From an optimization exercise on the open Yosys and OpenROAD flow, aimed at small area; shortcuts taken in it are not production practice.
The RTL was checked by simulation tests, not by an equivalence proof against the original design.

## flow/design.v (module list and top-level ports; edited modules follow where they fit)
// module cordic_cia: 39 lines
// module cordic_sx: 32 lines
// module cordic_tsh: 23 lines
// module cordic: 957 lines
module cordic (
	input clk,
	input rst,
	input in_valid,
	input signed [31:0] angle,
	output reg out_valid,
	output signed [31:0] cosine,
	output signed [31:0] sine,
	output signed [31:0] finalAngle
);
  // ...
==> flow/run.sh <==
#!/bin/bash
# synth_recipe.tcl (not shown) runs the flow's synth.tcl, then flattens the netlist and writes it again
# the make line also repeats each setting of config.mk as NAME=value (left out here)
make -C /OpenROAD-flow-scripts/flow DESIGN_CONFIG=/design/flow/config.mk WORK_HOME=/design/flow/orfs CLKGATE_MAP_FILE= SYNTH_SCRIPT=/design/flow/synth_recipe.tcl finish
==> flow/config.mk <==
export PLATFORM = sky130hd
export DESIGN_NAME = cordic
export DESIGN_NICKNAME = cordic
export VERILOG_FILES = /design/flow/design.v
export SDC_FILE = /design/flow/constraint.sdc
export NUM_CORES = 4
export LEC_CHECK = 0
export CAP_MARGIN = 20
export CORE_MARGIN = 2
export CORE_UTILIZATION = 40
export CTS_BUF_LIST = sky130_fd_sc_hd__clkbuf_16
export CTS_CLUSTER_DIAMETER = 150
export CTS_CLUSTER_SIZE = 25
export SLEW_MARGIN = 20
==> flow/constraint.sdc <==
create_clock -name core_clock -period 15.0 [get_ports {clk}]
set_input_delay 3.0000 -clock core_clock [delete_from_list [all_inputs] [get_ports {clk}]]
set_output_delay 3.0000 -clock core_clock [all_outputs]
set_load 0.01 [all_outputs]
==> impl_metrics.csv, run 1 <==
group,metric,value,unit
status,status,"finished clean",
synth,synthAdderAreaFrac,0.225,
synth,synthTopCellsByCount,"dfxtp_1, xnor2_1, inv_1, xor2_1, fa_1",
global_routing,grtUsageTotal,0.167,
critical_path,endpoint,"mx26_s11[9]$_DFF_P_",
synth,synth.most_common_cell,"dfxtp_1",
synth,synth-compound-area-share,0.0695,
drt,wl,172000,um
critical_path,crit_type,"reg2reg",
clocking,cts_made_buffers,55,
layout,clockNetworkAreaShare,0.0171,
global_routing,grt_pass1_vias,55460,
global_routing,grt_util_met3,0.0158,
floorplanning,dieWidth,452,um
layout,multi_input_area_share,0.603,
layout,n_all_inverters,825,
synth,yosys.area.top_type,"dfxtp_1",
layout,largest_class,"multi-input gates",
synth,synth_top_area_frac,0.300,
floorplanning,design.die.area,0.204,mm2
sta,report.final.setup_viol,0,
layout,drive_gt1_frac,0.0705,
global_routing,grt_pass1_wl,282000,um
floorplanning,die_y,452,um
place,placed_cell_area,0.0849,mm2
sta,tightest_slew,972,ps
critical_path,required,15630,ps
clocking,cts_resized,73,
drt,route.met3.wl,4520,um
synth,synth_xor_area_frac,0.190,
==> inputs of run 2 (changes only) <==
--- a/flow/design.v
+++ b/flow/design.v
@@ -550,239 +550,239 @@
 wire [0:0] nd11 = ~d11_s5;
 wire [28:0] x12;
 wire [28:0] y12;
 cordic_sx #(29, 17, 6) ux11 (.a(x11), .b({1'b0, y11[27:11]} ^ {18{nd11}}), .sgn(y11[28] ^ nd11), .cin(nd11), .s(x12));
 cordic_sx #(29, 17, 6) uy11 (.a(y11), .b({1'b0, x11[27:11]} ^ {18{d11_s5}}), .sgn(x11[28] ^ d11_s5), .cin(d11_s5), .s(y12));
 wire [0:0] nd12 = ~d12_s6;
 wire [29:0] x13;
 wire [29:0] y13;
-cordic_sx #(30, 16, 12) ux12 (.a({x12_s6[28], x12_s6}), .b({1'b0, y12_s6[27:12]} ^ {17{nd12}}), .sgn(y12_s6[28] ^ nd12), .cin(nd12), .s(x13));
-cordic_sx #(30, 16, 12) uy12 (.a({y12_s6[28], y12_s6}), .b({1'b0, x12_s6[27:12]} ^ {17{d12_s6}}), .sgn(x12_s6[28] ^ d12_s6), .cin(d12_s6), .s(y13));
+cordic_sx #(30, 16, 6) ux12 (.a({x12_s6[28], x12_s6}), .b({1'b0, y12_s6[27:12]} ^ {17{nd12}}), .sgn(y12_s6[28] ^ nd12), .cin(nd12), .s(x13));
+cordic_sx #(30, 16, 6) uy12 (.a({y12_s6[28], y12_s6}), .b({1'b0, x12_s6[27:12]} ^ {17{d12_s6}}), .sgn(x12_s6[28] ^ d12_s6), .cin(d12_s6), .s(y13));
 wire [0:0] nd13 = ~d13_s6;
 wire [29:0] x14;
 wire [29:0] y14;
-cordic_sx #(30, 16, 12) ux13 (.a(x13), .b({1'b0, y13[28:13]} ^ {17{nd13}}), .sgn(y13[29] ^ nd13), .cin(nd13), .s(x14));
-cordic_sx #(30, 16, 12) uy13 (.a(y13), .b({1'b0, x13[28:13]} ^ {17{d13_s6}}), .sgn(x13[29] ^ d13_s6), .cin(d13_s6), .s(y14));
-wire [0:0] nd14 = ~d14_s7;
+cordic_sx #(30, 16, 6) ux13 (.a(x13), .b({1'b0, y13[28:13]} ^ {17{nd13}}), .sgn(y13[29] ^ nd13), .cin(nd13), .s(x14));
+cordic_sx #(30, 16, 6) uy13 (.a(y13), .b({1'b0, x13[28:13]} ^ {17{d13_s6}}), .sgn(x13[29] ^ d13_s6), .cin(d13_s6), .s(y14));
+wire [0:0] nd14 = ~d14_s6;
 wire [29:0] x15;
 wire [29:0] y15;
-cordic_sx #(30, 15, 12) ux14 (.a(x14_s7), .b({1'b0, y14_s7[28:14]} ^ {16{nd14}}), .sgn(y14_s7[29] ^ nd14), .cin(nd14), .s(x15));
-cordic_sx #(30, 15, 12) uy14 (.a(y14_s7), .b({1'b0, x14_s7[28:14]} ^ {16{d14_s7}}), .sgn(x14_s7[29] ^ d14_s7), .cin(d14_s7), .s(y15));
+cordic_sx #(30, 15, 6) ux14 (.a(x14), .b({1'b0, y14[28:14]} ^ {16{nd14}}), .sgn(y14[29] ^ nd14), .cin(nd14), .s(x15));
+cordic_sx #(30, 15, 6) uy14 (.a(y14), .b({1'b0, x14[28:14]} ^ {16{d14_s6}}), .sgn(x14[29] ^ d14_s6), .cin(d14_s6), .s(y15));
 wire [14:0] XH = x15[29:15];
 wire [14:0] YH = y15[29:15];
 wire [16:0] lx15 = {2'b00, x15[14:0]};
 wire [16:0] ly15 = {2'b00, y15[14:0]};
 wire [0:0] nd15 = ~d15_s7;
 wire [14:0] tx15;
 wire [14:0] ty15;
-cordic_tsh #(15, 0) utx15 (.h(XH), .inc(~lx15[16] & lx15[15]), .dec(lx15[16] & lx15[15]), .t(tx15));
-cordic_tsh #(15, 0) uty15 (.h(YH), .inc(~ly15[16] & ly15[15]), .dec(ly15[16] & ly15[15]), .t(ty15));
+cordic_tsh #(15, 0) utx15 (.h(XH_s7), .inc(~lx15_s7[16] & lx15_s7[15]), .dec(lx15_s7[16] & lx15_s7[15]), .t(tx15));
+cordic_tsh #(15, 0) uty15 (.h(YH_s7), .inc(~ly15_s7[16] & ly15_s7[15]), .dec(ly15_s7[16] & ly15_s7[15]), .t(ty15));
 wire [16:0] lx16;
 wire [16:0] ly16;
-cordic_sx #(17, 14, 12) ulx15 (.a(lx15), .b({1'b0, ty15[13:0]} ^ {15{nd15}}), .sgn(ty15[14] ^ nd15), .cin(nd15), .s(lx16));
-cordic_sx #(17, 14, 12) uly15 (.a(ly15), .b({1'b0, tx15[13:0]} ^ {15{d15_s7}}), .sgn(tx15[14] ^ d15_s7), .cin(d15_s7), .s(ly16));
-wire [0:0] nd16 = ~d16_s8;
+cordic_sx #(17, 14, 6) ulx15 (.a(lx15_s7), .b({1'b0, ty15[13:0]} ^ {15{nd15}}), .sgn(ty15[14] ^ nd15), .cin(nd15), .s(lx16));
+cordic_sx #(17, 14, 6) uly15 (.a(ly15_s7), .b({1'b0, tx15[13:0]} ^ {15{d15_s7}}), .sgn(tx15[14] ^ d15_s7), .cin(d15_s7), .s(ly16));
+wire [0:0] nd16 = ~d16_s7;
 wire [13:0] tx16;
 wire [13:0] ty16;
-cordic_tsh #(15, 1) utx16 (.h(XH_s8), .inc(~lx16_s8[16] & lx16_s8[15]), .dec(lx16_s8[16] & lx16_s8[15]), .t(tx16));
-cordic_tsh #(15, 1) uty16 (.h(YH_s8), .inc(~ly16_s8[16] & ly16_s8[15]), .dec(ly16_s8[16] & ly16_s8[15]), .t(ty16));
+cordic_tsh #(15, 1) utx16 (.h(XH_s7), .inc(~lx16[16] & lx16[15]), .dec(lx16[16] & lx16[15]), .t(tx16));
+cordic_tsh #(15, 1) uty16 (.h(YH_s7), .inc(~ly16[16] & ly16[15]), .dec(ly16[16] & ly16[15]), .t(ty16));
 wire [16:0] lx17;
 wire [16:0] ly17;
-cordic_sx #(17, 13, 6) ulx16 (.a(lx16_s8), .b({1'b0, ty16[12:0]} ^ {14{nd16}}), .sgn(ty16[13] ^ nd16), .cin(nd16), .s(lx17));
-cordic_sx #(17, 13, 6) uly16 (.a(ly16_s8), .b({1'b0, tx16[12:0]} ^ {14{d16_s8}}), .sgn(tx16[13] ^ d16_s8), .cin(d16_s8), .s(ly17));
-wire [0:0] nd17 = ~d17_s8;
+cordic_sx #(17, 13, 6) ulx16 (.a(lx16), .b({1'b0, ty16[12:0]} ^ {14{nd16}}), .sgn(ty16[13] ^ nd16), .cin(nd16), .s(lx17));
+cordic_sx #(17, 13, 6) uly16 (.a(ly16), .b({1'b0, tx16[12:0]} ^ {14{d16_s7}}), .sgn(tx16[13] ^ d16_s7), .cin(d16_s7), .s(ly17));
+wire [0:0] nd17 = ~d17_s7;
 wire [12:0] tx17;
 wire [12:0] ty17;
-cordic_tsh #(15, 2) utx17 (.h(XH_s8), .inc(~lx17[16] & lx17[15]), .dec(lx17[16] & lx17[15]), .t(tx17));
-cordic_tsh #(15, 2) uty17 (.h(YH_s8), .inc(~ly17[16] & ly17[15]), .dec(ly17[16] & ly17[15]), .t(ty17));
+cordic_tsh #(15, 2) utx17 (.h(XH_s7), .inc(~lx17[16] & lx17[15]), .dec(lx17[16] & lx17[15]), .t(tx17));
+cordic_tsh #(15, 2) uty17 (.h(YH_s7), .inc(~ly17[16] & ly17[15]), .dec(ly17[16] & ly17[15]), .t(ty17));
 wire [16:0] lx18;
 wire [16:0] ly18;
 cordic_sx #(17, 12, 6) ulx17 (.a(lx17), .b({1'b0, ty17[11:0]} ^ {13{nd17}}), .sgn(ty17[12] ^ nd17), .cin(nd17), .s(lx18));
-cordic_sx #(17, 12, 6) uly17 (.a(ly17), .b({1'b0, tx17[11:0]} ^ {13{d17_s8}}), .sgn(tx17[12] ^ d17_s8), .cin(d17_s8), .s(ly18));
+cordic_sx #(17, 12, 6) uly17 (.a(ly17), .b({1'b0, tx17[11:0]} ^ {13{d17_s7}}), .sgn(tx17[12] ^ d17_s7), .cin(d17_s7), .s(ly18));
 wire [0:0] nd18 = ~d18_s8;
 wire [11:0] tx18;
 wire [11:0] ty18;
-cordic_tsh #(15, 3) utx18 (.h(XH_s8), .inc(~lx18[16] & lx18[15]), .dec(lx18[16] & lx18[15]), .t(tx18));
-cordic_tsh #(15, 3) uty18 (.h(YH_s8), .inc(~ly18[16] & ly18[15]), .dec(ly18[16] & ly18[15]), .t(ty18));
+cordic_tsh #(15, 3) utx18 (.h(XH_s8), .inc(~lx18_s8[16] & lx18_s8[15]), .dec(lx18_s8[16] & lx18_s8[15]), .t(tx18));
+cordic_tsh #(15, 3) uty18 (.h(YH_s8), .inc(~ly18_s8[16] & ly18_s8[15]), .dec(ly18_s8[16] & ly18_s8[15]), .t(ty18));
 wire [16:0] lx19;
 wire [16:0] ly19;
-cordic_sx #(17, 11, 6) ulx18 (.a(lx18), .b({1'b0, ty18[10:0]} ^ {12{nd18}}), .sgn(ty18[11] ^ nd18), .cin(nd18), .s(lx19));
-cordic_sx #(17, 11, 6) uly18 (.a(ly18), .b({1'b0, tx18[10:0]} ^ {12{d18_s8}}), .sgn(tx18[11] ^ d18_s8), .cin(d18_s8), .s(ly19));
-wire [0:0] nd19 = ~d19_s9;
+cordic_sx #(17, 11, 6) ulx18 (.a(lx18_s8), .b({1'b0, ty18[10:0]} ^ {12{nd18}}), .sgn(ty18[11] ^ nd18), .cin(nd18), .s(lx19));
+cordic_sx #(17, 11, 6) uly18 (.a(ly18_s8), .b({1'b0, tx18[10:0]} ^ {12{d18_s8}}), .sgn(tx18[11] ^ d18_s8), .cin(d18_s8), .s(ly19));
+wire [0:0] nd19 = ~d19_s8;
 wire [10:0] tx19;
 wire [10:0] ty19;
-cordic_tsh #(15, 4) utx19 (.h(XH_s9), .inc(~lx19_s9[16] & lx19_s9[15]), .dec(lx19_s9[16] & lx19_s9[15]), .t(tx19));
-cordic_tsh #(15, 4) uty19 (.h(YH_s9), .inc(~ly19_s9[16] & ly19_s9[15]), .dec(ly19_s9[16] & ly19_s9[15]), .t(ty19));
+cordic_tsh #(15, 4) utx19 (.h(XH_s8), .inc(~lx19[16] & lx19[15]), .dec(lx19[16] & lx19[15]), .t(tx19));
+cordic_tsh #(15, 4) uty19 (.h(YH_s8), .inc(~ly19[16] & ly19[15]), .dec(ly19[16] & ly19[15]), .t(ty19));
 wire [16:0] lx20;
 wire [16:0] ly20;
-cordic_sx #(17, 10, 6) ulx19 (.a(lx19_s9), .b({1'b0, ty19[9:0]} ^ {11{nd19}}), .sgn(ty19[10] ^ nd19), .cin(nd19), .s(lx20));
-cordic_sx #(17, 10, 6) uly19 (.a(ly19_s9), .b({1'b0, tx19[9:0]} ^ {11{d19_s9}}), .sgn(tx19[10] ^ d19_s9), .cin(d19_s9), .s(ly20));
-wire [0:0] nd20 = ~d20_s9;
+cordic_sx #(17, 10, 6) ulx19 (.a(lx19), .b({1'b0, ty19[9:0]} ^ {11{nd19}}), .sgn(ty19[10] ^ nd19), .cin(nd19), .s(lx20));
+cordic_sx #(17, 10, 6) uly19 (.a(ly19), .b({1'b0, tx19[9:0]} ^ {11{d19_s8}}), .sgn(tx19[10] ^ d19_s8), .cin(d19_s8), .s(ly20));
+wire [0:0] nd20 = ~d20_s8;
 wire [9:0] tx20;
 wire [9:0] ty20;
-cordic_tsh #(15, 5) utx20 (.h(XH_s9), .inc(~lx20[16] & lx20[15]), .dec(lx20[16] & lx20[15]), .t(tx20));
-cordic_tsh #(15, 5) uty20 (.h(YH_s9), .inc(~ly20[16] & ly20[15]), .dec(ly20[16] & ly20[15]), .t(ty20));
+cordic_tsh #(15, 5) utx20 (.h(XH_s8), .inc(~lx20[16] & lx20[15]), .dec(lx20[16] & lx20[15]), .t(tx20));
+cordic_tsh #(15, 5) uty20 (.h(YH_s8), .inc(~ly20[16] & ly20[15]), .dec(ly20[16] & ly20[15]), .t(ty20));
 wire [16:0] lx21;
 wire [16:0] ly21;
 cordic_sx #(17, 9, 6) ulx20 (.a(lx20), .b({1'b0, ty20[8:0]} ^ {10{nd20}}), .sgn(ty20[9] ^ nd20), .cin(nd20), .s(lx21));
-cordic_sx #(17, 9, 6) uly20 (.a(ly20), .b({1'b0, tx20[8:0]} ^ {10{d20_s9}}), .sgn(tx20[9] ^ d20_s9), .cin(d20_s9), .s(ly21));
+cordic_sx #(17, 9, 6) uly20 (.a(ly20), .b({1'b0, tx20[8:0]} ^ {10{d20_s8}}), .sgn(tx20[9] ^ d20_s8), .cin(d20_s8), .s(ly21));
 wire [0:0] nd21 = ~d21_s9;
 wire [8:0] tx21;
 wire [8:0] ty21;
-cordic_tsh #(15, 6) utx21 (.h(XH_s9), .inc(~lx21[16] & lx21[15]), .dec(lx21[16] & lx21[15]), .t(tx21));
-cordic_tsh #(15, 6) uty21 (.h(YH_s9), .inc(~ly21[16] & ly21[15]), .dec(ly21[16] & ly21[15]), .t(ty21));
+cordic_tsh #(15, 6) utx21 (.h(XH_s9), .inc(~lx21_s9[16] & lx21_s9[15]), .dec(lx21_s9[16] & lx21_s9[15]), .t(tx21));
+cordic_tsh #(15, 6) uty21 (.h(YH_s9), .inc(~ly21_s9[16] & ly21_s9[15]), .dec(ly21_s9[16] & ly21_s9[15]), .t(ty21));
 wire [16:0] lx22;
 wire [16:0] ly22;
-cordic_sx #(17, 8, 6) ulx21 (.a(lx21), .b({1'b0, ty21[7:0]} ^ {9{nd21}}), .sgn(ty21[8] ^ nd21), .cin(nd21), .s(lx22));
-cordic_sx #(17, 8, 6) uly21 (.a(ly21), .b({1'b0, tx21[7:0]} ^ {9{d21_s9}}), .sgn(tx21[8] ^ d21_s9), .cin(d21_s9), .s(ly22));
+cordic_sx #(17, 8, 6) ulx21 (.a(lx21_s9), .b({1'b0, ty21[7:0]} ^ {9{nd21}}), .sgn(ty21[8] ^ nd21), .cin(nd21), .s(lx22));
+cordic_sx #(17, 8, 6) uly21 (.a(ly21_s9), .b({1'b0, tx21[7:0]} ^ {9{d21_s9}}), .sgn(tx21[8] ^ d21_s9), .cin(d21_s9), .s(ly22));
 wire [8:0] LXH = lx22[16:8];
 wire [8:0] LYH = ly22[16:8];
 wire [9:0] mx22 = {2'b00, lx22[7:0]};
 wire [9:0] my22 = {2'b00, ly22[7:0]};
-wire [0:0] nd22 = ~d22_s10;
+wire [0:0] nd22 = ~d22_s9;
 wire [1:0] kx22;
 wire [1:0] ky22;
-cordic_tsh #(9, 7) ukx22 (.h(LXH_s10), .inc(~mx22_s10[9] & mx22_s10[8]), .dec(mx22_s10[9] & mx22_s10[8]), .t(kx22));
-cordic_tsh #(9, 7) uky22 (.h(LYH_s10), .inc(~my22_s10[9] & my22_s10[8]), .dec(my22_s10[9] & my22_s10[8]), .t(ky22));
+cordic_tsh #(9, 7) ukx22 (.h(LXH), .inc(~mx22[9] & mx22[8]), .dec(mx22[9] & mx22[8]), .t(kx22));
+cordic_tsh #(9, 7) uky22 (.h(LYH), .inc(~my22[9] & my22[8]), .dec(my22[9] & my22[8]), .t(ky22));
 wire [7:0] tx22;
 wire [7:0] ty22;
-cordic_tsh #(15, 7) utx22 (.h(XH_s10), .inc(~kx22[1] & kx22[0]), .dec(kx22[1] & kx22[0]), .t(tx22));
-cordic_tsh #(15, 7) uty22 (.h(YH_s10), .inc(~ky22[1] & ky22[0]), .dec(ky22[1] & ky22[0]), .t(ty22));
+cordic_tsh #(15, 7) utx22 (.h(XH_s9), .inc(~kx22[1] & kx22[0]), .dec(kx22[1] & kx22[0]), .t(tx22));
+cordic_tsh #(15, 7) uty22 (.h(YH_s9), .inc(~ky22[1] & ky22[0]), .dec(ky22[1] & ky22[0]), .t(ty22));
 wire [9:0] mx23;
 wire [9:0] my23;
-cordic_sx #(10, 7, 6) ulx22 (.a(mx22_s10), .b({1'b0, ty22[6:0]} ^ {8{nd22}}), .sgn(ty22[7] ^ nd22), .cin(nd22), .s(mx23));
-cordic_sx #(10, 7, 6) uly22 (.a(my22_s10), .b({1'b0, tx22[6:0]} ^ {8{d22_s10}}), .sgn(tx22[7] ^ d22_s10), .cin(d22_s10), .s(my23));
-wire [0:0] nd23 = ~d23_s10;
+cordic_sx #(10, 7, 6) ulx22 (.a(mx22), .b({1'b0, ty22[6:0]} ^ {8{nd22}}), .sgn(ty22[7] ^ nd22), .cin(nd22), .s(mx23));
+cordic_sx #(10, 7, 6) uly22 (.a(my22), .b({1'b0, tx22[6:0]} ^ {8{d22_s9}}), .sgn(tx22[7] ^ d22_s9), .cin(d22_s9), .s(my23));
+wire [0:0] nd23 = ~d23_s9;
 wire [1:0] kx23;
 wire [1:0] ky23;
-cordic_tsh #(9, 7) ukx23 (.h(LXH_s10), .inc(~mx23[9] & mx23[8]), .dec(mx23[9] & mx23[8]), .t(kx23));
-cordic_tsh #(9, 7) uky23 (.h(LYH_s10), .inc(~my23[9] & my23[8]), .dec(my23[9] & my23[8]), .t(ky23));
+cordic_tsh #(9, 7) ukx23 (.h(LXH), .inc(~mx23[9] & mx23[8]), .dec(mx23[9] & mx23[8]), .t(kx23));
+cordic_tsh #(9, 7) uky23 (.h(LYH), .inc(~my23[9] & my23[8]), .dec(my23[9] & my23[8]), .t(ky23));
 wire [6:0] tx23;
 wire [6:0] ty23;
-cordic_tsh #(15, 8) utx23 (.h(XH_s10), .inc(~kx23[1] & kx23[0]), .dec(kx23[1] & kx23[0]), .t(tx23));
-cordic_tsh #(15, 8) uty23 (.h(YH_s10), .inc(~ky23[1] & ky23[0]), .dec(ky23[1] & ky23[0]), .t(ty23));
+cordic_tsh #(15, 8) utx23 (.h(XH_s9), .inc(~kx23[1] & kx23[0]), .dec(kx23[1] & kx23[0]), .t(tx23));
+cordic_tsh #(15, 8) uty23 (.h(YH_s9), .inc(~ky23[1] & ky23[0]), .dec(ky23[1] & ky23[0]), .t(ty23));
 wire [9:0] mx24;
 wire [9:0] my24;
 cordic_sx #(10, 6, 6) ulx23 (.a(mx23), .b({1'b0, ty23[5:0]} ^ {7{nd23}}), .sgn(ty23[6] ^ nd23), .cin(nd23), .s(mx24));
-cordic_sx #(10, 6, 6) uly23 (.a(my23), .b({1'b0, tx23[5:0]} ^ {7{d23_s10}}), .sgn(tx23[6] ^ d23_s10), .cin(d23_s10), .s(my24));
-wire [0:0] nd24 = ~d24_s10;
+cordic_sx #(10, 6, 6) uly23 (.a(my23), .b({1'b0, tx23[5:0]} ^ {7{d23_s9}}), .sgn(tx23[6] ^ d23_s9), .cin(d23_s9), .s(my24));
+wire [0:0] nd24 = ~d24_s9;
 wire [1:0] kx24;
 wire [1:0] ky24;
-cordic_tsh #(9, 7) ukx24 (.h(LXH_s10), .inc(~mx24[9] & mx24[8]), .dec(mx24[9] & mx24[8]), .t(kx24));
-cordic_tsh #(9, 7) uky24 (.h(LYH_s10), .inc(~my24[9] & my24[8]), .dec(my24[9] & my24[8]), .t(ky24));
+cordic_tsh #(9, 7) ukx24 (.h(LXH), .inc(~mx24[9] & mx24[8]), .dec(mx24[9] & mx24[8]), .t(kx24));
+cordic_tsh #(9, 7) uky24 (.h(LYH), .inc(~my24[9] & my24[8]), .dec(my24[9] & my24[8]), .t(ky24));
 wire [5:0] tx24;
 wire [5:0] ty24;
-cordic_tsh #(15, 9) utx24 (.h(XH_s10), .inc(~kx24[1] & kx24[0]), .dec(kx24[1] & kx24[0]), .t(tx24));
-cordic_tsh #(15, 9) uty24 (.h(YH_s10), .inc(~ky24[1] & ky24[0]), .dec(ky24[1] & ky24[0]), .t(ty24));
+cordic_tsh #(15, 9) utx24 (.h(XH_s9), .inc(~kx24[1] & kx24[0]), .dec(kx24[1] & kx24[0]), .t(tx24));
+cordic_tsh #(15, 9) uty24 (.h(YH_s9), .inc(~ky24[1] & ky24[0]), .dec(ky24[1] & ky24[0]), .t(ty24));
 wire [9:0] mx25;
 wire [9:0] my25;
 cordic_sx #(10, 5, 6) ulx24 (.a(mx24), .b({1'b0, ty24[4:0]} ^ {6{nd24}}), .sgn(ty24[5] ^ nd24), .cin(nd24), .s(mx25));
-cordic_sx #(10, 5, 6) uly24 (.a(my24), .b({1'b0, tx24[4:0]} ^ {6{d24_s10}}), .sgn(tx24[5] ^ d24_s10), .cin(d24_s10), .s(my25));
+cordic_sx #(10, 5, 6) uly24 (.a(my24), .b({1'b0, tx24[4:0]} ^ {6{d24_s9}}), .sgn(tx24[5] ^ d24_s9), .cin(d24_s9), .s(my25));
 wire [0:0] nd25 = ~d25_s10;
 wire [1:0] kx25;
 wire [1:0] ky25;
-cordic_tsh #(9, 7) ukx25 (.h(LXH_s10), .inc(~mx25[9] & mx25[8]), .dec(mx25[9] & mx25[8]), .t(kx25));
-cordic_tsh #(9, 7) uky25 (.h(LYH_s10), .inc(~my25[9] & my25[8]), .dec(my25[9] & my25[8]), .t(ky25));
+cordic_tsh #(9, 7) ukx25 (.h(LXH_s10), .inc(~mx25_s10[9] & mx25_s10[8]), .dec(mx25_s10[9] & mx25_s10[8]), .t(kx25));
+cordic_tsh #(9, 7) uky25 (.h(LYH_s10), .inc(~my25_s10[9] & my25_s10[8]), .dec(my25_s10[9] & my25_s10[8]), .t(ky25));
 wire [4:0] tx25;
 wire [4:0] ty25;
 cordic_tsh #(15, 10) utx25 (.h(XH_s10), .inc(~kx25[1] & kx25[0]), .dec(kx25[1] & kx25[0]), .t(tx25));
 cordic_tsh #(15, 10) uty25 (.h(YH_s10), .inc(~ky25[1] & ky25[0]), .dec(ky25[1] & ky25[0]), .t(ty25));
 wire [9:0] mx26;
 wire [9:0] my26;
-cordic_sx #(10, 4, 6) ulx25 (.a(mx25), .b({1'b0, ty25[3:0]} ^ {5{nd25}}), .sgn(ty25[4] ^ nd25), .cin(nd25), .s(mx26));
-cordic_sx #(10, 4, 6) uly25 (.a(my25), .b({1'b0, tx25[3:0]} ^ {5{d25_s10}}), .sgn(tx25[4] ^ d25_s10), .cin(d25_s10), .s(my26));
-wire [0:0] nd26 = ~d26_s11;
+cordic_sx #(10, 4, 8) ulx25 (.a(mx25_s10), .b({1'b0, ty25[3:0]} ^ {5{nd25}}), .sgn(ty25[4] ^ nd25), .cin(nd25), .s(mx26));
+cordic_sx #(10, 4, 8) uly25 (.a(my25_s10), .b({1'b0, tx25[3:0]} ^ {5{d25_s10}}), .sgn(tx25[4] ^ d25_s10), .cin(d25_s10), .s(my26));
+wire [0:0] nd26 = ~d26_s10;
 wire [1:0] kx26;
 wire [1:0] ky26;
-cordic_tsh #(9, 7) ukx26 (.h(LXH_s11), .inc(~mx26_s11[9] & mx26_s11[8]), .dec(mx26_s11[9] & mx26_s11[8]), .t(kx26));
-cordic_tsh #(9, 7) uky26 (.h(LYH_s11), .inc(~my26_s11[9] & my26_s11[8]), .dec(my26_s11[9] & my26_s11[8]), .t(ky26));
+cordic_tsh #(9, 7) ukx26 (.h(LXH_s10), .inc(~mx26[9] & mx26[8]), .dec(mx26[9] & mx26[8]), .t(kx26));
+cordic_tsh #(9, 7) uky26 (.h(LYH_s10), .inc(~my26[9] & my26[8]), .dec(my26[9] & my26[8]), .t(ky26));
 wire [3:0] tx26;
 wire [3:0] ty26;
-cordic_tsh #(15, 11) utx26 (.h(XH_s11), .inc(~kx26[1] & kx26[0]), .dec(kx26[1] & kx26[0]), .t(tx26));
-cordic_tsh #(15, 11) uty26 (.h(YH_s11), .inc(~ky26[1] & ky26[0]), .dec(ky26[1] & ky26[0]), .t(ty26));
+cordic_tsh #(15, 11) utx26 (.h(XH_s10), .inc(~kx26[1] & kx26[0]), .dec(kx26[1] & kx26[0]), .t(tx26));
+cordic_tsh #(15, 11) uty26 (.h(YH_s10), .inc(~ky26[1] & ky26[0]), .dec(ky26[1] & ky26[0]), .t(ty26));
 wire [9:0] mx27;
 wire [9:0] my27;
-cordic_sx #(10, 3, 8) ulx26 (.a(mx26_s11), .b({1'b0, ty26[2:0]} ^ {4{nd26}}), .sgn(ty26[3] ^ nd26), .cin(nd26), .s(mx27));
-cordic_sx #(10, 3, 8) uly26 (.a(my26_s11), .b({1'b0, tx26[2:0]} ^ {4{d26_s11}}), .sgn(tx26[3] ^ d26_s11), .cin(d26_s11), .s(my27));
-wire [0:0] nd27 = ~d27_s11;
+cordic_sx #(10, 3, 8) ulx26 (.a(mx26), .b({1'b0, ty26[2:0]} ^ {4{nd26}}), .sgn(ty26[3] ^ nd26), .cin(nd26), .s(mx27));
+cordic_sx #(10, 3, 8) uly26 (.a(my26), .b({1'b0, tx26[2:0]} ^ {4{d26_s10}}), .sgn(tx26[3] ^ d26_s10), .cin(d26_s10), .s(my27));
+wire [0:0] nd27 = ~d27_s10;
 wire [1:0] kx27;
 wire [1:0] ky27;
-cordic_tsh #(9, 7) ukx27 (.h(LXH_s11), .inc(~mx27[9] & mx27[8]), .dec(mx27[9] & mx27[8]), .t(kx27));
-cordic_tsh #(9, 7) uky27 (.h(LYH_s11), .inc(~my27[9] & my27[8]), .dec(my27[9] & my27[8]), .t(ky27));
+cordic_tsh #(9, 7) ukx27 (.h(LXH_s10), .inc(~mx27[9] & mx27[8]), .dec(mx27[9] & mx27[8]), .t(kx27));
+cordic_tsh #(9, 7) uky27 (.h(LYH_s10), .inc(~my27[9] & my27[8]), .dec(my27[9] & my27[8]), .t(ky27));
 wire [2:0] tx27;
 wire [2:0] ty27;
-cordic_tsh #(15, 12) utx27 (.h(XH_s11), .inc(~kx27[1] & kx27[0]), .dec(kx27[1] & kx27[0]), .t(tx27));
-cordic_tsh #(15, 12) uty27 (.h(YH_s11), .inc(~ky27[1] & ky27[0]), .dec(ky27[1] & ky27[0]), .t(ty27));
+cordic_tsh #(15, 12) utx27 (.h(XH_s10), .inc(~kx27[1] & kx27[0]), .dec(kx27[1] & kx27[0]), .t(tx27));
+cordic_tsh #(15, 12) uty27 (.h(YH_s10), .inc(~ky27[1] & ky27[0]), .dec(ky27[1] & ky27[0]), .t(ty27));
 wire [9:0] mx28;
 wire [9:0] my28;
 cordic_sx #(10, 2, 8) ulx27 (.a(mx27), .b({1'b0, ty27[1:0]} ^ {3{nd27}}), .sgn(ty27[2] ^ nd27), .cin(nd27), .s(mx28));
-cordic_sx #(10, 2, 8) uly27 (.a(my27), .b({1'b0, tx27[1:0]} ^ {3{d27_s11}}), .sgn(tx27[2] ^ d27_s11), .cin(d27_s11), .s(my28));
-wire [0:0] nd28 = ~d28_s11;
+cordic_sx #(10, 2, 8) uly27 (.a(my27), .b({1'b0, tx27[1:0]} ^ {3{d27_s10}}), .sgn(tx27[2] ^ d27_s10), .cin(d27_s10), .s(my28));
+wire [0:0] nd28 = ~d28_s10;
 wire [1:0] kx28;
 wire [1:0] ky28;
-cordic_tsh #(9, 7) ukx28 (.h(LXH_s11), .inc(~mx28[9] & mx28[8]), .dec(mx28[9] & mx28[8]), .t(kx28));
-cordic_tsh #(9, 7) uky28 (.h(LYH_s11), .inc(~my28[9] & my28[8]), .dec(my28[9] & my28[8]), .t(ky28));
+cordic_tsh #(9, 7) ukx28 (.h(LXH_s10), .inc(~mx28[9] & mx28[8]), .dec(mx28[9] & mx28[8]), .t(kx28));
+cordic_tsh #(9, 7) uky28 (.h(LYH_s10), .inc(~my28[9] & my28[8]), .dec(my28[9] & my28[8]), .t(ky28));
 wire [1:0] tx28;
 wire [1:0] ty28;
-cordic_tsh #(15, 13) utx28 (.h(XH_s11), .inc(~kx28[1] & kx28[0]), .dec(kx28[1] & kx28[0]), .t(tx28));
-cordic_tsh #(15, 13) uty28 (.h(YH_s11), .inc(~ky28[1] & ky28[0]), .dec(ky28[1] & ky28[0]), .t(ty28));
+cordic_tsh #(15, 13) utx28 (.h(XH_s10), .inc(~kx28[1] & kx28[0]), .dec(kx28[1] & kx28[0]), .t(tx28));
+cordic_tsh #(15, 13) uty28 (.h(YH_s10), .inc(~ky28[1] & ky28[0]), .dec(ky28[1] & ky28[0]), .t(ty28));
 wire [9:0] mx29;
 wire [9:0] my29;
 cordic_sx #(10, 1, 8) ulx28 (.a(mx28), .b({1'b0, ty28[0:0]} ^ {2{nd28}}), .sgn(ty28[1] ^ nd28), .cin(nd28), .s(mx29));
-cordic_sx #(10, 1, 8) uly28 (.a(my28), .b({1'b0, tx28[0:0]} ^ {2{d28_s11}}), .sgn(tx28[1] ^ d28_s11), .cin(d28_s11), .s(my29));
-wire [0:0] nd29 = ~d29_s12;
+cordic_sx #(10, 1, 8) uly28 (.a(my28), .b({1'b0, tx28[0:0]} ^ {2{d28_s10}}), .sgn(tx28[1] ^ d28_s10), .cin(d28_s10), .s(my29));
+wire [0:0] nd29 = ~d29_s11;
 wire [1:0] kx29;
 wire [1:0] ky29;
-cordic_tsh #(9, 7) ukx29 (.h(LXH_s12), .inc(~mx29_s12[9] & mx29_s12[8]), .dec(mx29_s12[9] & mx29_s12[8]), .t(kx29));
-cordic_tsh #(9, 7) uky29 (.h(LYH_s12), .inc(~my29_s12[9] & my29_s12[8]), .dec(my29_s12[9] & my29_s12[8]), .t(ky29));
+cordic_tsh #(9, 7) ukx29 (.h(LXH_s11), .inc(~mx29_s11[9] & mx29_s11[8]), .dec(mx29_s11[9] & mx29_s11[8]), .t(kx29));
+cordic_tsh #(9, 7) uky29 (.h(LYH_s11), .inc(~my29_s11[9] & my29_s11[8]), .dec(my29_s11[9] & my29_s11[8]), .t(ky29));
 wire [0:0] tx29;
 wire [0:0] ty29;
-cordic_tsh #(15, 14) utx29 (.h(XH_s12), .inc(~kx29[1] & kx29[0]), .dec(kx29[1] & kx29[0]), .t(tx29));
-cordic_tsh #(15, 14) uty29 (.h(YH_s12), .inc(~ky29[1] & ky29[0]), .dec(ky29[1] & ky29[0]), .t(ty29));
+cordic_tsh #(15, 14) utx29 (.h(XH_s11), .inc(~kx29[1] & kx29[0]), .dec(kx29[1] & kx29[0]), .t(tx29));
+cordic_tsh #(15, 14) uty29 (.h(YH_s11), .inc(~ky29[1] & ky29[0]), .dec(ky29[1] & ky29[0]), .t(ty29));
 wire [9:0] mx30;
 wire [9:0] my30;
-cordic_sx #(10, 0, 8) ulx29 (.a(mx29_s12), .b(1'b0 ^ {1{nd29}}), .sgn(ty29[0] ^ nd29), .cin(nd29), .s(mx30));
-cordic_sx #(10, 0, 8) uly29 (.a(my29_s12), .b(1'b0 ^ {1{d29_s12}}), .sgn(tx29[0] ^ d29_s12), .cin(d29_s12), .s(my30));
-wire [0:0] nd30 = ~d30_s12;
+cordic_sx #(10, 0, 8) ulx29 (.a(mx29_s11), .b(1'b0 ^ {1{nd29}}), .sgn(ty29[0] ^ nd29), .cin(nd29), .s(mx30));
+cordic_sx #(10, 0, 8) uly29 (.a(my29_s11), .b(1'b0 ^ {1{d29_s11}}), .sgn(tx29[0] ^ d29_s11), .cin(d29_s11), .s(my30));
+wire [0:0] nd30 = ~d30_s11;
 wire [1:0] kx30;
 wire [1:0] ky30;
-cordic_tsh #(9, 7) ukx30 (.h(LXH_s12), .inc(~mx30[9] & mx30[8]), .dec(mx30[9] & mx30[8]), .t(kx30));
-cordic_tsh #(9, 7) uky30 (.h(LYH_s12), .inc(~my30[9] & my30[8]), .dec(my30[9] & my30[8]), .t(ky30));
+cordic_tsh #(9, 7) ukx30 (.h(LXH_s11), .inc(~mx30[9] & mx30[8]), .dec(mx30[9] & mx30[8]), .t(kx30));
+cordic_tsh #(9, 7) uky30 (.h(LYH_s11), .inc(~my30[9] & my30[8]), .dec(my30[9] & my30[8]), .t(ky30));
 wire [0:0] tx30;
 wire [0:0] ty30;
-cordic_tsh #(15, 14) utx30 (.h(XH_s12), .inc(~kx30[1] & kx30[0]), .dec(kx30[1] & kx30[0]), .t(tx30));
-cordic_tsh #(15, 14) uty30 (.h(YH_s12), .inc(~ky30[1] & ky30[0]), .dec(ky30[1] & ky30[0]), .t(ty30));
+cordic_tsh #(15, 14) utx30 (.h(XH_s11), .inc(~kx30[1] & kx30[0]), .dec(kx30[1] & kx30[0]), .t(tx30));
+cordic_tsh #(15, 14) uty30 (.h(YH_s11), .inc(~ky30[1] & ky30[0]), .dec(ky30[1] & ky30[0]), .t(ty30));
 wire [9:0] mx31;
 wire [9:0] my31;
 cordic_sx #(10, 0, 8) ulx30 (.a(mx30), .b(1'b0 ^ {1{nd30}}), .sgn(ty30[0] ^ nd30), .cin(nd30), .s(mx31));
-cordic_sx #(10, 0, 8) uly30 (.a(my30), .b(1'b0 ^ {1{d30_s12}}), .sgn(tx30[0] ^ d30_s12), .cin(d30_s12), .s(my31));
+cordic_sx #(10, 0, 8) uly30 (.a(my30), .b(1'b0 ^ {1{d30_s11}}), .sgn(tx30[0] ^ d30_s11), .cin(d30_s11), .s(my31));
 wire [8:0] GXR;
 wire [8:0] GYR;
-cordic_tsh #(9, 0) ugx (.h(LXH_s12), .inc(~mx31[9] & mx31[8]), .dec(mx31[9] & mx31[8]), .t(GXR));
-cordic_tsh #(9, 0) ugy (.h(LYH_s12), .inc(~my31[9] & my31[8]), .dec(my31[9] & my31[8]), .t(GYR));
+cordic_tsh #(9, 0) ugx (.h(LXH_s11), .inc(~mx31[9] & mx31[8]), .dec(mx31[9] & mx31[8]), .t(GXR));
+cordic_tsh #(9, 0) ugy (.h(LYH_s11), .inc(~my31[9] & my31[8]), .dec(my31[9] & my31[8]), .t(GYR));
 wire [16:0] lx31 = {GXR, mx31[7:0]};
 wire [16:0] ly31 = {GYR, my31[7:0]};
 wire [14:0] XR;
 wire [14:0] YR;
-cordic_tsh #(15, 0) urx (.h(XH_s12), .inc(~lx31[16] & lx31[15]), .dec(lx31[16] & lx31[15]), .t(XR));
-cordic_tsh #(15, 0) ury (.h(YH_s12), .inc(~ly31[16] & ly31[15]), .dec(ly31[16] & ly31[15]), .t(YR));
+cordic_tsh #(15, 0) urx (.h(XH_s11), .inc(~lx31[16] & lx31[15]), .dec(lx31[16] & lx31[15]), .t(XR));
+cordic_tsh #(15, 0) ury (.h(YH_s11), .inc(~ly31[16] & ly31[15]), .dec(ly31[16] & ly31[15]), .t(YR));
 wire [29:0] x31 = {XR, lx31[14:0]};
 wire [29:0] y31 = {YR, ly31[14:0]};
 assign sine = {{2{x31[29]}}, x31};
 assign cosine = {{2{y31[29]}}, y31};
-assign finalAngle = {1'b0, fin_s12};
-reg [10:0] vpipe;
+assign finalAngle = {1'b0, fin_s11};
+reg [9:0] vpipe;
 always @(posedge clk) begin
 	if (rst) begin
-		vpipe <= 11'd0;
+		vpipe <= 10'd0;
 		out_valid <= 1'b0;
 	end else begin
-		vpipe <= {vpipe[9:0], in_valid};
-		out_valid <= vpipe[10];
+		vpipe <= {vpipe[8:0], in_valid};
+		out_valid <= vpipe[9];
 	end
 end
 reg [29:0] w0_s1;
 always @(posedge clk) w0_s1 <= w0;
 reg [26:0] w3_s2;
 always @(posedge clk) w3_s2 <= w3;
 reg [22:0] w7_s3;
 always @(posedge clk) w7_s3 <= w7;
@@ -873,179 +873,143 @@
 reg [0:0] d12_s5;
 always @(posedge clk) d12_s5 <= d12;
 reg [0:0] d12_s6;
 always @(posedge clk) d12_s6 <= d12_s5;
 reg [0:0] d13_s5;
 always @(posedge clk) d13_s5 <= d13;
 reg [0:0] d13_s6;
 always @(posedge clk) d13_s6 <= d13_s5;
-reg [29:0] x14_s7;
-always @(posedge clk) x14_s7 <= x14;
-reg [29:0] y14_s7;
-always @(posedge clk) y14_s7 <= y14;
 reg [0:0] d14_s5;
 always @(posedge clk) d14_s5 <= d14;
 reg [0:0] d14_s6;
 always @(posedge clk) d14_s6 <= d14_s5;
-reg [0:0] d14_s7;
-always @(posedge clk) d14_s7 <= d14_s6;
+reg [14:0] XH_s7;
+always @(posedge clk) XH_s7 <= XH;
+reg [14:0] YH_s7;
+always @(posedge clk) YH_s7 <= YH;
 reg [0:0] d15_s6;
 always @(posedge clk) d15_s6 <= d15;
 reg [0:0] d15_s7;
 always @(posedge clk) d15_s7 <= d15_s6;
-reg [14:0] XH_s8;
-always @(posedge clk) XH_s8 <= XH;
-reg [14:0] YH_s8;
-always @(posedge clk) YH_s8 <= YH;
+reg [16:0] lx15_s7;
+always @(posedge clk) lx15_s7 <= lx15;
+reg [16:0] ly15_s7;
+always @(posedge clk) ly15_s7 <= ly15;
 reg [0:0] d16_s6;
 always @(posedge clk) d16_s6 <= d16;
 reg [0:0] d16_s7;
 always @(posedge clk) d16_s7 <= d16_s6;
-reg [0:0] d16_s8;
-always @(posedge clk) d16_s8 <= d16_s7;
-reg [16:0] lx16_s8;
-always @(posedge clk) lx16_s8 <= lx16;
-reg [16:0] ly16_s8;
-always @(posedge clk) ly16_s8 <= ly16;
 reg [0:0] d17_s6;
 always @(posedge clk) d17_s6 <= d17;
 reg [0:0] d17_s7;
 always @(posedge clk) d17_s7 <= d17_s6;
-reg [0:0] d17_s8;
-always @(posedge clk) d17_s8 <= d17_s7;
+reg [14:0] XH_s8;
+always @(posedge clk) XH_s8 <= XH_s7;
+reg [14:0] YH_s8;
+always @(posedge clk) YH_s8 <= YH_s7;
 reg [0:0] d18_s6;
 always @(posedge clk) d18_s6 <= d18;
 reg [0:0] d18_s7;
 always @(posedge clk) d18_s7 <= d18_s6;
 reg [0:0] d18_s8;
 always @(posedge clk) d18_s8 <= d18_s7;
-reg [14:0] XH_s9;
-always @(posedge clk) XH_s9 <= XH_s8;
-reg [14:0] YH_s9;
-always @(posedge clk) YH_s9 <= YH_s8;
+reg [16:0] lx18_s8;
+always @(posedge clk) lx18_s8 <= lx18;
+reg [16:0] ly18_s8;
+always @(posedge clk) ly18_s8 <= ly18;
 reg [0:0] d19_s7;
 always @(posedge clk) d19_s7 <= d19;
 reg [0:0] d19_s8;
 always @(posedge clk) d19_s8 <= d19_s7;
-reg [0:0] d19_s9;
-always @(posedge clk) d19_s9 <= d19_s8;
-reg [16:0] lx19_s9;
-always @(posedge clk) lx19_s9 <= lx19;
-reg [16:0] ly19_s9;
-always @(posedge clk) ly19_s9 <= ly19;
 reg [0:0] d20_s7;
 always @(posedge clk) d20_s7 <= d20;
 reg [0:0] d20_s8;
 always @(posedge clk) d20_s8 <= d20_s7;
-reg [0:0] d20_s9;
-always @(posedge clk) d20_s9 <= d20_s8;
+reg [14:0] XH_s9;
+always @(posedge clk) XH_s9 <= XH_s8;
+reg [14:0] YH_s9;
+always @(posedge clk) YH_s9 <= YH_s8;
 reg [0:0] d21_s7;
 always @(posedge clk) d21_s7 <= d21;
 reg [0:0] d21_s8;
 always @(posedge clk) d21_s8 <= d21_s7;
 reg [0:0] d21_s9;
 always @(posedge clk) d21_s9 <= d21_s8;
-reg [14:0] XH_s10;
-always @(posedge clk) XH_s10 <= XH_s9;
-reg [14:0] YH_s10;
-always @(posedge clk) YH_s10 <= YH_s9;
+reg [16:0] lx21_s9;
+always @(posedge clk) lx21_s9 <= lx21;
+reg [16:0] ly21_s9;
+always @(posedge clk) ly21_s9 <= ly21;
 reg [0:0] d22_s7;
 always @(posedge clk) d22_s7 <= d22;
 reg [0:0] d22_s8;
 always @(posedge clk) d22_s8 <= d22_s7;
 reg [0:0] d22_s9;
 always @(posedge clk) d22_s9 <= d22_s8;
-reg [0:0] d22_s10;
-always @(posedge clk) d22_s10 <= d22_s9;
-reg [9:0] mx22_s10;
-always @(posedge clk) mx22_s10 <= mx22;
-reg [9:0] my22_s10;
-always @(posedge clk) my22_s10 <= my22;
-reg [8:0] LXH_s10;
-always @(posedge clk) LXH_s10 <= LXH;
-reg [8:0] LYH_s10;
-always @(posedge clk) LYH_s10 <= LYH;
 reg [0:0] d23_s8;
 always @(posedge clk) d23_s8 <= d23;
 reg [0:0] d23_s9;
 always @(posedge clk) d23_s9 <= d23_s8;
-reg [0:0] d23_s10;
-always @(posedge clk) d23_s10 <= d23_s9;
 reg [0:0] d24_s8;
 always @(posedge clk) d24_s8 <= d24;
 reg [0:0] d24_s9;
 always @(posedge clk) d24_s9 <= d24_s8;
-reg [0:0] d24_s10;
-always @(posedge clk) d24_s10 <= d24_s9;
+reg [14:0] XH_s10;
+always @(posedge clk) XH_s10 <= XH_s9;
+reg [14:0] YH_s10;
+always @(posedge clk) YH_s10 <= YH_s9;
 reg [0:0] d25_s8;
 always @(posedge clk) d25_s8 <= d25;
 reg [0:0] d25_s9;
 always @(posedge clk) d25_s9 <= d25_s8;
 reg [0:0] d25_s10;
 always @(posedge clk) d25_s10 <= d25_s9;
-reg [14:0] XH_s11;
-always @(posedge clk) XH_s11 <= XH_s10;
-reg [14:0] YH_s11;
-always @(posedge clk) YH_s11 <= YH_s10;
+reg [9:0] mx25_s10;
+always @(posedge clk) mx25_s10 <= mx25;
+reg [9:0] my25_s10;
+always @(posedge clk) my25_s10 <= my25;
+reg [8:0] LXH_s10;
+always @(posedge clk) LXH_s10 <= LXH;
+reg [8:0] LYH_s10;
+always @(posedge clk) LYH_s10 <= LYH;
 reg [0:0] d26_s8;
 always @(posedge clk) d26_s8 <= d26;
 reg [0:0] d26_s9;
 always @(posedge clk) d26_s9 <= d26_s8;
 reg [0:0] d26_s10;
 always @(posedge clk) d26_s10 <= d26_s9;
-reg [0:0] d26_s11;
-always @(posedge clk) d26_s11 <= d26_s10;
-reg [9:0] mx26_s11;
-always @(posedge clk) mx26_s11 <= mx26;
-reg [9:0] my26_s11;
-always @(posedge clk) my26_s11 <= my26;
-reg [8:0] LXH_s11;
-always @(posedge clk) LXH_s11 <= LXH_s10;
-reg [8:0] LYH_s11;
-always @(posedge clk) LYH_s11 <= LYH_s10;
 reg [0:0] d27_s9;
 always @(posedge clk) d27_s9 <= d27;
 reg [0:0] d27_s10;
 always @(posedge clk) d27_s10 <= d27_s9;
-reg [0:0] d27_s11;
-always @(posedge clk) d27_s11 <= d27_s10;
 reg [0:0] d28_s9;
 always @(posedge clk) d28_s9 <= d28;
 reg [0:0] d28_s10;
 always @(posedge clk) d28_s10 <= d28_s9;
-reg [0:0] d28_s11;
-always @(posedge clk) d28_s11 <= d28_s10;
-reg [14:0] XH_s12;
-always @(posedge clk) XH_s12 <= XH_s11;
-reg [14:0] YH_s12;
-always @(posedge clk) YH_s12 <= YH_s11;
+reg [14:0] XH_s11;
+always @(posedge clk) XH_s11 <= XH_s10;
+reg [14:0] YH_s11;
+always @(posedge clk) YH_s11 <= YH_s10;
 reg [0:0] d29_s9;
 always @(posedge clk) d29_s9 <= d29;
 reg [0:0] d29_s10;
 always @(posedge clk) d29_s10 <= d29_s9;
 reg [0:0] d29_s11;
 always @(posedge clk) d29_s11 <= d29_s10;
-reg [0:0] d29_s12;
-always @(posedge clk) d29_s12 <= d29_s11;
-reg [9:0] mx29_s12;
-always @(posedge clk) mx29_s12 <= mx29;
-reg [9:0] my29_s12;
-always @(posedge clk) my29_s12 <= my29;
-reg [8:0] LXH_s12;
-always @(posedge clk) LXH_s12 <= LXH_s11;
-reg [8:0] LYH_s12;
-always @(posedge clk) LYH_s12 <= LYH_s11;
+reg [9:0] mx29_s11;
+always @(posedge clk) mx29_s11 <= mx29;
+reg [9:0] my29_s11;
+always @(posedge clk) my29_s11 <= my29;
+reg [8:0] LXH_s11;
+always @(posedge clk) LXH_s11 <= LXH_s10;
+reg [8:0] LYH_s11;
+always @(posedge clk) LYH_s11 <= LYH_s10;
 reg [0:0] d30_s9;
 always @(posedge clk) d30_s9 <= d30;
 reg [0:0] d30_s10;
 always @(posedge clk) d30_s10 <= d30_s9;
 reg [0:0] d30_s11;
 always @(posedge clk) d30_s11 <= d30_s10;
-reg [0:0] d30_s12;
-always @(posedge clk) d30_s12 <= d30_s11;
 reg [30:0] fin_s10;
 always @(posedge clk) fin_s10 <= fin;
 reg [30:0] fin_s11;
 always @(posedge clk) fin_s11 <= fin_s10;
-reg [30:0] fin_s12;
-always @(posedge clk) fin_s12 <= fin_s11;
 endmodule
--- a/flow/config.mk
+++ b/flow/config.mk
@@ -6,9 +6,10 @@
 export NUM_CORES = 4
 export LEC_CHECK = 0
 export CAP_MARGIN = 20
 export CORE_MARGIN = 2
 export CORE_UTILIZATION = 40
 export CTS_BUF_LIST = sky130_fd_sc_hd__clkbuf_16
 export CTS_CLUSTER_DIAMETER = 150
 export CTS_CLUSTER_SIZE = 25
+export SETUP_SLACK_MARGIN = 0.15
 export SLEW_MARGIN = 20
==> impl_metrics.csv, run 2 <==
group,metric,value,unit
status,status,"failed layout checks",
synth,synthTopCellsByCount,"dfxtp_1, xnor2_1, inv_1, xor2_1, fa_1",
global_routing,grtUsageTotal,0.172,
synth,synth_ff_type,"dfxtp_1",
critical_path,cpMaxStageDelayCell,"fa_2",
flow_run,max_cap_viol_count,0,
critical_path,crit_path_frequent_cell,"fa_2",
layout,nets,9615,
clocking,cts_made_buffers,50,
sta,slew_violations,0,
synth,synth-edff-count,0,
layout,syn2layout_area_growth,10.1,%
synth,yosysUniqueCellTypes,102,
worst_hold_path,min_path_cells,0,
global_routing,grt.overflow.total,0,
status,so_faults,"negative setup slack",
synth,synth-seq-area-share,0.277,
drt,vias,55095,
clocking,cts-root-buf,"clkbuf_16",
layout,layout.cells.non_filler,11207,
critical_path,cp-end-kind,"flip-flop",
place,gp_congestion,0.893,
clocking,cts_sinks,1094,
sta,finalCritPeriodShare,1.01,
floorplanning,ioPinCount,132,
drt,drcViolationCount,0,
floorplanning,std_cell_rows,163,
place,dp_cells,11101,
synth,synth_top_area_frac,0.277,
synth,synth.most_common_cell,"dfxtp_1",
synth,syn_area,0.0791,mm2
drt,drt-pass1-iter-count,7,
sta,finalHoldViolCount,0,
drt,wl,176000,um
global_routing,antenna_found_initial,1,
critical_path,critical_path.top_delay_family,"adder cells",
critical_path,worst-path-buf-inv,7,
clocking,clkTransAtPathRegs,110,ps
layout,layout_commonest_cell,"dfxtp_1",
layout,drive_gt1_frac,0.0813,
worst_hold_path,holdCritPathClass,"reg2reg",
sta,period_minus_slack,15150,ps
synth,yosys_warnings,1,
sta,fin_tns_setup,-286,ps
drt,dr.first_iter.drc_count,2704,
critical_path,crit_fanout,4,
drt,ant_nets,0,
clocking,htree_levels,2,
global_routing,grt_max_degree,55,
clocking,clk_latency,700,ps
critical_path,crit_type,"reg2reg",
place,dp_hpwl,145000,um
floorplanning,dieWidth,449,um
critical_path,required,15610,ps
clocking,clock_path_buffers,3,
synth,synthArstFlopShare,0,
synth,ys_seq_elements,1094,
sta,tightest_slew,1110,ps
synth,ys_top_cells_by_area,"dfxtp_1, fa_1, xnor2_1",
synth,syn_area_per_cell,9.37,um2
critical_path,critPathArrivalTime,15750,ps
floorplanning,coreArea,0.197,mm2
layout,layout_common_cells,"dfxtp_1, xnor2_1, inv_1",
floorplanning,initial_core_util,0.402,
synth,synth_nets,9496,
critical_path,cp_num_cells,73,
sta,report.final.setup_viol,3,
global_routing,grt_pass1_vias,55786,
drt,post_drt_wl_per_cell,15.7,um
place,numPortBuffers,129,
critical_path,cp-start-kind,"flip-flop",
floorplanning,die_y,449,um
sta,slew-limit-headroom,0.255,
critical_path,reg2reg_depth,73,
sta,fmax,0.0660,GHz
sta,rsz0062_at_grt,"true",
clocking,cts_tree,"built",
synth,yosys.area.top_type,"dfxtp_1",
layout,final_util,0.442,
global_routing,grt_pass1_wl,287000,um
critical_path,critPathMaxStageDelay,390,ps
synth,syn_inst,8438,
floorplanning,design.die.area,0.201,mm2
drt,via_per_inst,4.92,
sta,final.setup.worst_slack,-145,ps
sta,skew,33.4,ps
==> run 2: metrics by stage <==
step                      hold slack [ps]  area (um2)  setup WS (ps)
after floorplan                       310       79300            131
after global placement                310       84200           -712
after detailed placement              312       84200           -784
after CTS                             311       85900           -269
after global routing                  321       87000           -955
final                                 311       87000           -145
==> run 2: final cells by class <==
| type | instances | area (um2) |
|---|---|---|
| Inverter | 874 | 3280 |
| Sequential cell | 1094 | 21900 |
| Clock buffer | 50 | 1250 |
| Clock inverter | 9 | 104 |
| Fill cell | 18905 | 110000 |
| Multi-Input combinational cell | 6156 | 53900 |
| Antenna cell | 3 | 7.51 |
| Tap cell | 2640 | 3300 |
| Timing Repair Buffer | 381 | 3210 |
==> run 2: logic make-up (layout without fill, tap and decap cells) <==
kind of cell    after synthesis  count (layout)  synth area share
flops                      1094            1094             0.277
xor+xnor                   1747            1747             0.194
other cells                   1               4         0.0000474
compound gates              955             955            0.0769
buf+inv                    1188            1314            0.0574
simple gates               2250            2250             0.142
fa+ha+maj                  1025            1025             0.229
mux                         178             178            0.0240
==> run 2: layer usage <==
| layer | up-vias | wire, um | global-route usage | part of all wire |
|---|---|---|---|---|
| li1 | 27559 | - | - | - |
| met4 | 0 | 4290 | 0.0447 | 0.024 |
| met3 | 189 | 4860 | 0.0135 | 0.028 |
| met5 | - | 0 | 0 | 0 |
| met1 | 26515 | 75100 | 0.209 | 0.43 |
| met2 | 832 | 91600 | 0.322 | 0.52 |
==> run 2: timing repair <==
item                       4_1_cts  5_1_grt
pin swaps                       28       51
buffers inserted                11       33
cloned                           0        0
hold buffers                     0        0
resized for setup               53      198
setup endpoints to repair       23       62
==> run 2: path summary, 6_finish.rpt <==
check	startpoint	end	slack (ps)
setup / recovery	YH_s9[0]$_DFF_P_	my25_s10[9]$_DFF_P_	-150
hold / removal	d14_s5$_DFF_P_	d14_s6$_DFF_P_	310
setup reg to reg	YH_s9[0]$_DFF_P_	my25_s10[9]$_DFF_P_	-150
hold reg to reg	d14_s5$_DFF_P_	d14_s6$_DFF_P_	310
==> inputs of run 3 (changes only) <==
--- a/flow/config.mk
+++ b/flow/config.mk
@@ -11,5 +11,4 @@
 export CTS_BUF_LIST = sky130_fd_sc_hd__clkbuf_16
 export CTS_CLUSTER_DIAMETER = 150
 export CTS_CLUSTER_SIZE = 25
-export SETUP_SLACK_MARGIN = 0.15
 export SLEW_MARGIN = 20
==> impl_metrics.csv, run 3 <==
group,metric,value,unit
clocking,cts_hold_buf,0,
clocking,clk_latency,690,ps
layout,layout_commonest_cell,"dfxtp_1",
clocking,cts-root-buf,"clkbuf_16",
critical_path,crit_path_frequent_cell,"fa_2",
synth,synth-seq-area-share,0.277,
sta,finalCritPeriodShare,1.01,
sta,skew,25.2,ps
critical_path,crit_start,"YH_s9[0]$_DFF_P_",
drt,ant_nets,0,
floorplanning,die_y,449,um
synth,synth-edff-count,0,
synth,synth_ff_type,"dfxtp_1",
floorplanning,design.die.area,0.201,mm2
global_routing,grt_util_met3,0.0127,
synth,synth.most_common_cell,"dfxtp_1",
synth,synth_nets,9496,
synth,ys_top_cells_by_area,"dfxtp_1, fa_1, xnor2_1",
sta,report.final.setup_viol,4,
drt,drt-pass1-iter-count,8,
sta,period_minus_slack,15210,ps
synth,synthTopCellsByCount,"dfxtp_1, xnor2_1, inv_1, xor2_1, fa_1",
floorplanning,ioPinCount,132,
floorplanning,std_cell_rows,163,
drt,wl,177000,um
layout,syn2layout_area_growth,10.3,%
status,so_faults,"negative setup slack",
flow_run,max_cap_viol_count,0,
layout,final_area,0.0872,mm2
sta,slew_violations,0,
clocking,clock_path_buffers,3,
global_routing,grt_max_degree,55,
global_routing,antenna_found_initial,2,
clocking,htree_levels,2,
global_routing,grt.overflow.total,0,
clocking,clkTransAtPathRegs,100,ps
layout,drive_gt1_frac,0.0836,
drt,dr.first_iter.drc_count,2852,
synth,syn_area,0.0791,mm2
sta,final.setup.worst_slack,-212,ps
clocking,cts_sinks,1094,
clocking,cts_made_buffers,50,
drt,via_per_inst,4.93,
place,gp_congestion,0.894,
critical_path,r2r_start,"YH_s9[0]$_DFF_P_",
global_routing,met2_usage,0.324,
synth,syn_inst,8438,
critical_path,critPathMaxStageDelay,400,ps
synth,yosys_warnings,1,
floorplanning,initial_core_util,0.402,
synth,synthArstFlopShare,0,
critical_path,critPathArrivalTime,15820,ps
synth,synth_top_area_frac,0.277,
place,dp_hpwl,146000,um
layout,nets,9628,
synth,ys_seq_elements,1094,
global_routing,grt_pass1_wl,289000,um
global_routing,grt_pass1_vias,55902,
critical_path,cp-end-kind,"flip-flop",
place,placed_cell_area,0.0842,mm2
drt,drcViolationCount,0,
clocking,cts_tree,"built",
sta,tightest_slew,1070,ps
floorplanning,coreArea,0.197,mm2
synth,syn_area_per_cell,9.37,um2
layout,layout_common_cells,"dfxtp_1, xnor2_1, inv_1",
drt,vias,55361,
synth,yosys.area.top_type,"dfxtp_1",
critical_path,crit_fanout,4,
global_routing,busiest_layer,"met2",
drt,post_drt_wl_per_cell,15.8,um
worst_hold_path,holdCritPathClass,"reg2reg",
sta,rsz0062_at_grt,"true",
sta,hold_ws,325,ps
status,status,"failed layout checks",
critical_path,cpMaxStageDelayCell,"fa_2",
sta,slew-limit-headroom,0.281,
worst_hold_path,min_from,"a_s6[0]$_DFF_P_",
critical_path,crit_type,"reg2reg",
sta,finalHoldViolCount,0,
synth,yosysUniqueCellTypes,102,
floorplanning,dieWidth,449,um
global_routing,grtUsageTotal,0.173,
sta,fmax,0.0657,GHz
critical_path,cp-start-kind,"flip-flop",
place,numPortBuffers,129,
critical_path,required,15610,ps
global_routing,use_met1,0.212,
run 3: cell count changes in the layout (fill, tap and decap cells not counted), moves of 4 or more:
cell | previous run | this run
nor2_1 | 492 | 488
nand2_2 | 6 | 11
ha_1 | 306 | 302
nor4_2 | 5 | 9
buf_4 | 248 | 257
nand2_1 | 567 | 561
fa_2 | 56 | 46
nor4_4 | 5 | 1
a21oi_1 | 219 | 213
fa_1 | 648 | 658
buf_6 | 3 | 7
a21oi_2 | 5 | 10
run 3: stage by stage:
step | TNS, ps | instances | setup WS (ps) | util
floorplan | -14.6 | 8438 | -14.6 | -
global placement | -4800 | 11105 | -732 | 0.428
detailed placement | -7570 | 11105 | -892 | 0.428
CTS | -436 | 11185 | -180 | 0.437
global route | -6110 | 11219 | -904 | 0.443
finish | -488 | 11219 | -212 | 0.443
run 3: critical path, delay by kind of cell, from the launching register on:
family | cells | cell delay, ps
compound gates | 6 | 770
xor+xnor | 8 | 1610
fa+ha+maj | 24 | 7260
buf+inv | 6 | 500
flops | 1 | 340
mux | 8 | 1680
simple gates | 19 | 2940
run 3: area by class of cell:
type	count	area, um2
antenna	2	5.00
clock buffer	50	1250
clock inverter	9	104
fill	19094	110000
inverter	874	3280
multi-input combinational	6156	54000
sequential	1094	21900
tap	2640	3300
timing repair buffer	394	3320
run 3: cell families (layout without fill, tap and decap cells):
kind of cell,count (synthesis),count (layout),share of synthesized area
XOR/XNOR,1747,1747,0.194
multiplexers,178,178,0.0240
AO/OA/AOI/OAI,955,955,0.0769
other,1,3,0.0000474
adder cells (fa/ha/maj),1025,1025,0.229
AND/OR/NAND/NOR,2250,2250,0.142
flip-flops,1094,1094,0.277
buffers and inverters,1188,1327,0.0574
run 3: path summary, 6_finish.rpt:
| path | to | slack, ps | depth (start not counted) |
|---|---|---|---|
| setup / recovery | my25_s10[9]$_DFF_P_ | -210 | 71 |
| hold / removal | a_s7[0]$_DFF_P_ | 330 | 0 |
| setup reg to reg | my25_s10[9]$_DFF_P_ | -210 | 71 |
| hold reg to reg | a_s7[0]$_DFF_P_ | 330 | 0 |
run 3: repair_timing:
action,in CTS,in global routing
pin swaps,38,70
setup buffers,21,32
endpoints found under the setup margin,18,59
gates resized for setup,79,206
run 3: metal layers:
layer / vias to the layer above / wire (um)
met5: - / 0
met4: 0 / 4280
met3: 211 / 4670
met2: 882 / 91700
met1: 26712 / 76500
li1: 27556 / -

==> what the ideal ports hide <==
The results above use ideal ports. As a check the final layouts listed here were re-extracted and re-timed, cells and wires unchanged.
Step 1 sets driving cells, clkbuf_16 on the clock port and buf_2 on the other inputs (assumed; they add their load-dependent delay and slew).
Step 2 times the ports against the registers' clock, not the clock port: input delays grow and output delays shrink by t, the midpoint of the rising clock arrivals with the driver on.
a / b / c = ideal ports / drivers / drivers and shift; a / b = the first two.
| run | t, ns | setup WS [ns] | worst register clock-pin slew, ns |
|---|---|---|---|
| run 1 | 0.769 | 0.168 / 0.168 / 0.168 | 0.11 / 0.11 |
| run 2 | 0.770 | -0.145 / -0.145 / -0.145 | 0.11 / 0.11 |
| run 3 | 0.762 | -0.212 / -0.212 / -0.212 | 0.11 / 0.11 |
